This is an optimization exercise on Yosys and OpenROAD, whose aim is small area and few clock cycles, not a production implementation. In this exercise RTL edits were held to simulation tests only and were not proved equivalent to the original. No activity file was given, so power comes from the tool's default toggle rates.

==> flow/design.v (excerpt) <==
module async_mmap #(
  parameter RdLenWidth = 5,   
  parameter LenWidth  = 4,    
  parameter QueueLog  = 2,    
  parameter RdDepthLog = 0,   
  parameter RdSplitLog = 10,  
  parameter WrSplitLog = 5    
) (
  input wire clk,
  input wire rst,  
  input wire [63:0] offset,
  output wire        m_axi_AWVALID,
  input  wire        m_axi_AWREADY,
  output wire [31:0] m_axi_AWADDR,
  output wire [0:0]  m_axi_AWID,
  output wire [7:0]  m_axi_AWLEN,
  output wire [2:0]  m_axi_AWSIZE,
  output wire [1:0]  m_axi_AWBURST,
  output wire [0:0]  m_axi_AWLOCK,
  output wire [3:0]  m_axi_AWCACHE,
  output wire [2:0]  m_axi_AWPROT,
  output wire [3:0]  m_axi_AWQOS,
  output wire        m_axi_WVALID,
  input  wire        m_axi_WREADY,
  output wire [31:0] m_axi_WDATA,
  output wire [3:0]  m_axi_WSTRB,
  output wire        m_axi_WLAST,
  input  wire       m_axi_BVALID,
  output wire       m_axi_BREADY,
  input  wire [1:0] m_axi_BRESP,
  input  wire [0:0] m_axi_BID,
  output wire        m_axi_ARVALID,
  input  wire        m_axi_ARREADY,
  output wire [31:0] m_axi_ARADDR,
  output wire [0:0]  m_axi_ARID,
  output wire [7:0]  m_axi_ARLEN,
  output wire [2:0]  m_axi_ARSIZE,
  output wire [1:0]  m_axi_ARBURST,
  output wire [0:0]  m_axi_ARLOCK,
  output wire [3:0]  m_axi_ARCACHE,
  output wire [2:0]  m_axi_ARPROT,
  output wire [3:0]  m_axi_ARQOS,
  input  wire        m_axi_RVALID,
  output wire        m_axi_RREADY,
  input  wire [31:0] m_axi_RDATA,
  input  wire        m_axi_RLAST,
  input  wire [0:0]  m_axi_RID,
  input  wire [1:0]  m_axi_RRESP,
  input  wire [31:0] read_addr_din,
  input  wire        read_addr_write,
  output wire        read_addr_full_n,
  output wire [31:0] read_data_dout,
  input  wire        read_data_read,
  output wire        read_data_empty_n,
  input  wire [31:0] write_addr_din,
  input  wire        write_addr_write,
  output wire        write_addr_full_n,
  input  wire [31:0] write_data_din,
  input  wire        write_data_write,
  output wire        write_data_full_n,
  output wire [7:0] write_resp_dout,
  input  wire       write_resp_read,
  output wire       write_resp_empty_n
);
  ...
Size in the first run: roughly 610 cells after synthesis, roughly 0.0098 mm² of cells after synthesis.
export LEC_CHECK = 0
export CAP_MARGIN = 20
export CORE_MARGIN = 2
export CORE_UTILIZATION = 70
export PLACE_DENSITY = 0.8
export SLEW_MARGIN = 20
create_clock -name core_clock -period 8.0 [get_ports {clk}]
standard.sh (not shown) runs the stock make flow with config.mk's settings and CLKGATE_MAP_FILE= SYNTH_SCRIPT=/design/flow/synth_recipe.tcl, a recipe that flattens the netlist after the stock synthesis.
==> flow/flow/run.sh <==
#!/bin/bash
# The standard layout (standard.sh), with these changes:
# - after the standard synthesis, its combinational cells (all but the
#   flip-flops, adders and tie cells, which are kept as they are) are mapped
#   again by ABC for area (flow/remap.abc); registers keep their names and
#   cells;
# - the buffer placed on each input and output port is a buf_1 cell rather
#   than the larger delay buffer that buffer_ports picks by default;
# - constant outputs share their tie cells;
# - clock tree synthesis inserts no dummy loads.
# Each tool's output goes to a log file here: make_synth.log, remap.log,
# make.log (ORFS's own step logs are under orfs/logs).
set -euo pipefail
export BUFFER_PORTS_ARGS="-buffer_cell sky130_fd_sc_hd__buf_1"
export SKIP_REPAIR_TIE_FANOUT=1
export CTS_ARGS="-sink_clustering_enable -repair_clock_nets -dont_use_dummy_load -buf_list {sky130_fd_sc_hd__clkbuf_2 sky130_fd_sc_hd__clkbuf_4} -sink_clustering_size 10 -sink_clustering_max_diameter 40"

plat=${FLOW_PLATFORM:-sky130hd}
res=orfs/results/$plat/async_mmap/base
lib=$FLOW_HOME/platforms/$plat/lib/sky130_fd_sc_hd__tt_025C_1v80.lib

bash standard.sh synth > make_synth.log 2>&1

# abc's arguments of the standard synthesis: its don't-use cells and constraints
abc_line=$(grep -m1 '^abc -script' orfs/logs/$plat/async_mmap/base/1_2_yosys.log)
dont_use=$(grep -o -- '-dont_use [^ ]*' <<< "$abc_line" | tr '\n' ' ')
constr=$(grep -o -- '-constr [^ ]*' <<< "$abc_line")

python3 flow/gen_unmap.py "$lib" unmap.v > gen_unmap.log 2>&1
cp $res/1_2_yosys.v 1_2_yosys_standard.v
cat > remap.ys <<EOY
read_liberty -lib $lib
read_verilog 1_2_yosys_standard.v
hierarchy -top $FLOW_TOP
techmap -map unmap.v
opt -purge
simplemap
opt -purge
abc -script flow/remap.abc -liberty $lib $dont_use $constr
hilomap -singleton -hicell sky130_fd_sc_hd__conb_1 HI -locell sky130_fd_sc_hd__conb_1 LO
splitnets
opt_clean -purge
stat -liberty $lib
write_verilog -noattr -nohex -nodec $res/1_2_yosys.v
EOY
yosys -s remap.ys > remap.log 2>&1
rm -f $res/1_synth.odb $res/1_synth.sdc

bash standard.sh finish > make.log 2>&1
Other scripts of this flow, unchanged in this note and not shown: flow/flow/gen_unmap.py, flow/flow/remap.abc
Testbench counts at the start, summed over its fixed seeds: cycles 7,805.
==> next run, changes <==
--- a/flow/design.v
+++ b/flow/design.v
@@ -1,14 +1,13 @@
 `default_nettype none
 module async_mmap #(
   parameter RdLenWidth = 5,   
   parameter LenWidth  = 4,    
   parameter QueueLog  = 2,    
-  parameter RdDepthLog = 0,   
   parameter RdSplitLog = 10,  
   parameter WrSplitLog = 5    
 ) (
   input wire clk,
   input wire rst,  
   input wire [63:0] offset,
   output wire        m_axi_AWVALID,
   input  wire        m_axi_AWREADY,
@@ -59,17 +58,16 @@
   input  wire [31:0] write_data_din,
   input  wire        write_data_write,
   output wire        write_data_full_n,
   output wire [7:0] write_resp_dout,
   input  wire       write_resp_read,
   output wire       write_resp_empty_n
 );
   localparam QD = 1 << QueueLog;
-  wire ar_free;
   wire [29:0] ar_word;
   wire [RdLenWidth-1:0] ar_len;
   wire ar_valid;
   burst_former #(.LenWidth(RdLenWidth), .SplitLog(RdSplitLog)) read_burst (
     .clk(clk), .rst(rst), .base(offset[31:2]),
     .din(read_addr_din[29:0]), .write(read_addr_write), .full_n(read_addr_full_n),
     .room(1'b1), .emit(), .emit_len(),
     .valid(ar_valid), .ready(m_axi_ARREADY), .word(ar_word), .len(ar_len)
@@ -79,44 +77,19 @@
   assign m_axi_ARID    = 1'b0;
   assign m_axi_ARLEN   = {{(8-RdLenWidth){1'b0}}, ar_len};
   assign m_axi_ARSIZE  = 3'd2;
   assign m_axi_ARBURST = 2'd1;
   assign m_axi_ARLOCK  = 1'b0;
   assign m_axi_ARCACHE = 4'b0011;
   assign m_axi_ARPROT  = 3'd0;
   assign m_axi_ARQOS   = 4'd0;
-  generate
-    if (RdDepthLog == 0) begin : rd_pass
-      assign read_data_dout    = m_axi_RDATA;
-      assign read_data_empty_n = m_axi_RVALID;
-      assign m_axi_RREADY      = read_data_read;
-    end else begin : rd_fifo
-      localparam RD = 1 << RdDepthLog;
-      reg [31:0] mem [0:RD-1];
-      reg [RdDepthLog:0] wp, rp;
-      wire [RdDepthLog:0] used = wp - rp;
-      wire full  = used[RdDepthLog];
-      wire push  = m_axi_RVALID && !full;
-      wire pop   = read_data_read && (wp != rp);
-      always @(posedge clk) begin
-        if (rst) begin
-          wp <= 0;
-          rp <= 0;
-        end else begin
-          if (push) wp <= wp + 1'b1;
-          if (pop)  rp <= rp + 1'b1;
-        end
-        if (push) mem[wp[RdDepthLog-1:0]] <= m_axi_RDATA;
-      end
-      assign m_axi_RREADY      = !full;
-      assign read_data_empty_n = wp != rp;
-      assign read_data_dout    = mem[rp[RdDepthLog-1:0]];
-    end
-  endgenerate
+  assign read_data_dout    = m_axi_RDATA;
+  assign read_data_empty_n = m_axi_RVALID;
+  assign m_axi_RREADY      = read_data_read;
   reg  [LenWidth-1:0] q_len [0:QD-1];    
   reg  [QueueLog:0]   q_tail, q_w, q_b;   
   wire [QueueLog:0] q_used = q_tail - q_b;
   wire q_room = !q_used[QueueLog];
   wire aw_emit;
   wire [29:0] aw_word;
   wire [LenWidth-1:0] aw_len;
   wire aw_valid;
- die area does not change
- final area stays the same
- clock skew does not change
- power does not change
- area after synthesis stays the same
- sequential cell count is unchanged
- first-iteration DRC count stays the same
- clock-buffer cell count stays the same
Testbench counts after the change, summed over its fixed seeds: cycles 7,805.

## what the ideal ports hide
No port has a modelled driver above. Below, the same layouts with a new extraction and two added sets of constraints. Step 1 sets driving cells, clkbuf_16 on the clock port and buf_2 on the other inputs (assumed; they add their load-dependent delay and slew). Step 2 adds t to the input delays and takes it off the output delays; t is the mean of the earliest and latest rising clock arrival at the registers after step 1. Input paths then give back, and output paths get back, about the clock's delay inside the block. Three values: no drivers, after step 1, after step 2; two values: the first two.
run | shift t [ns] | setup slack, ns | clock arrival spread, ns | worst register clock-pin slew, ns
the first run | 0.677 | 0.830 / 0.833 / 0.155 | 0.070 / 0.071 | 0.11 / 0.11
the second run | 0.677 | 0.830 / 0.833 / 0.155 | 0.070 / 0.071 | 0.11 / 0.11
After both steps setup and hold are still met in every run listed.
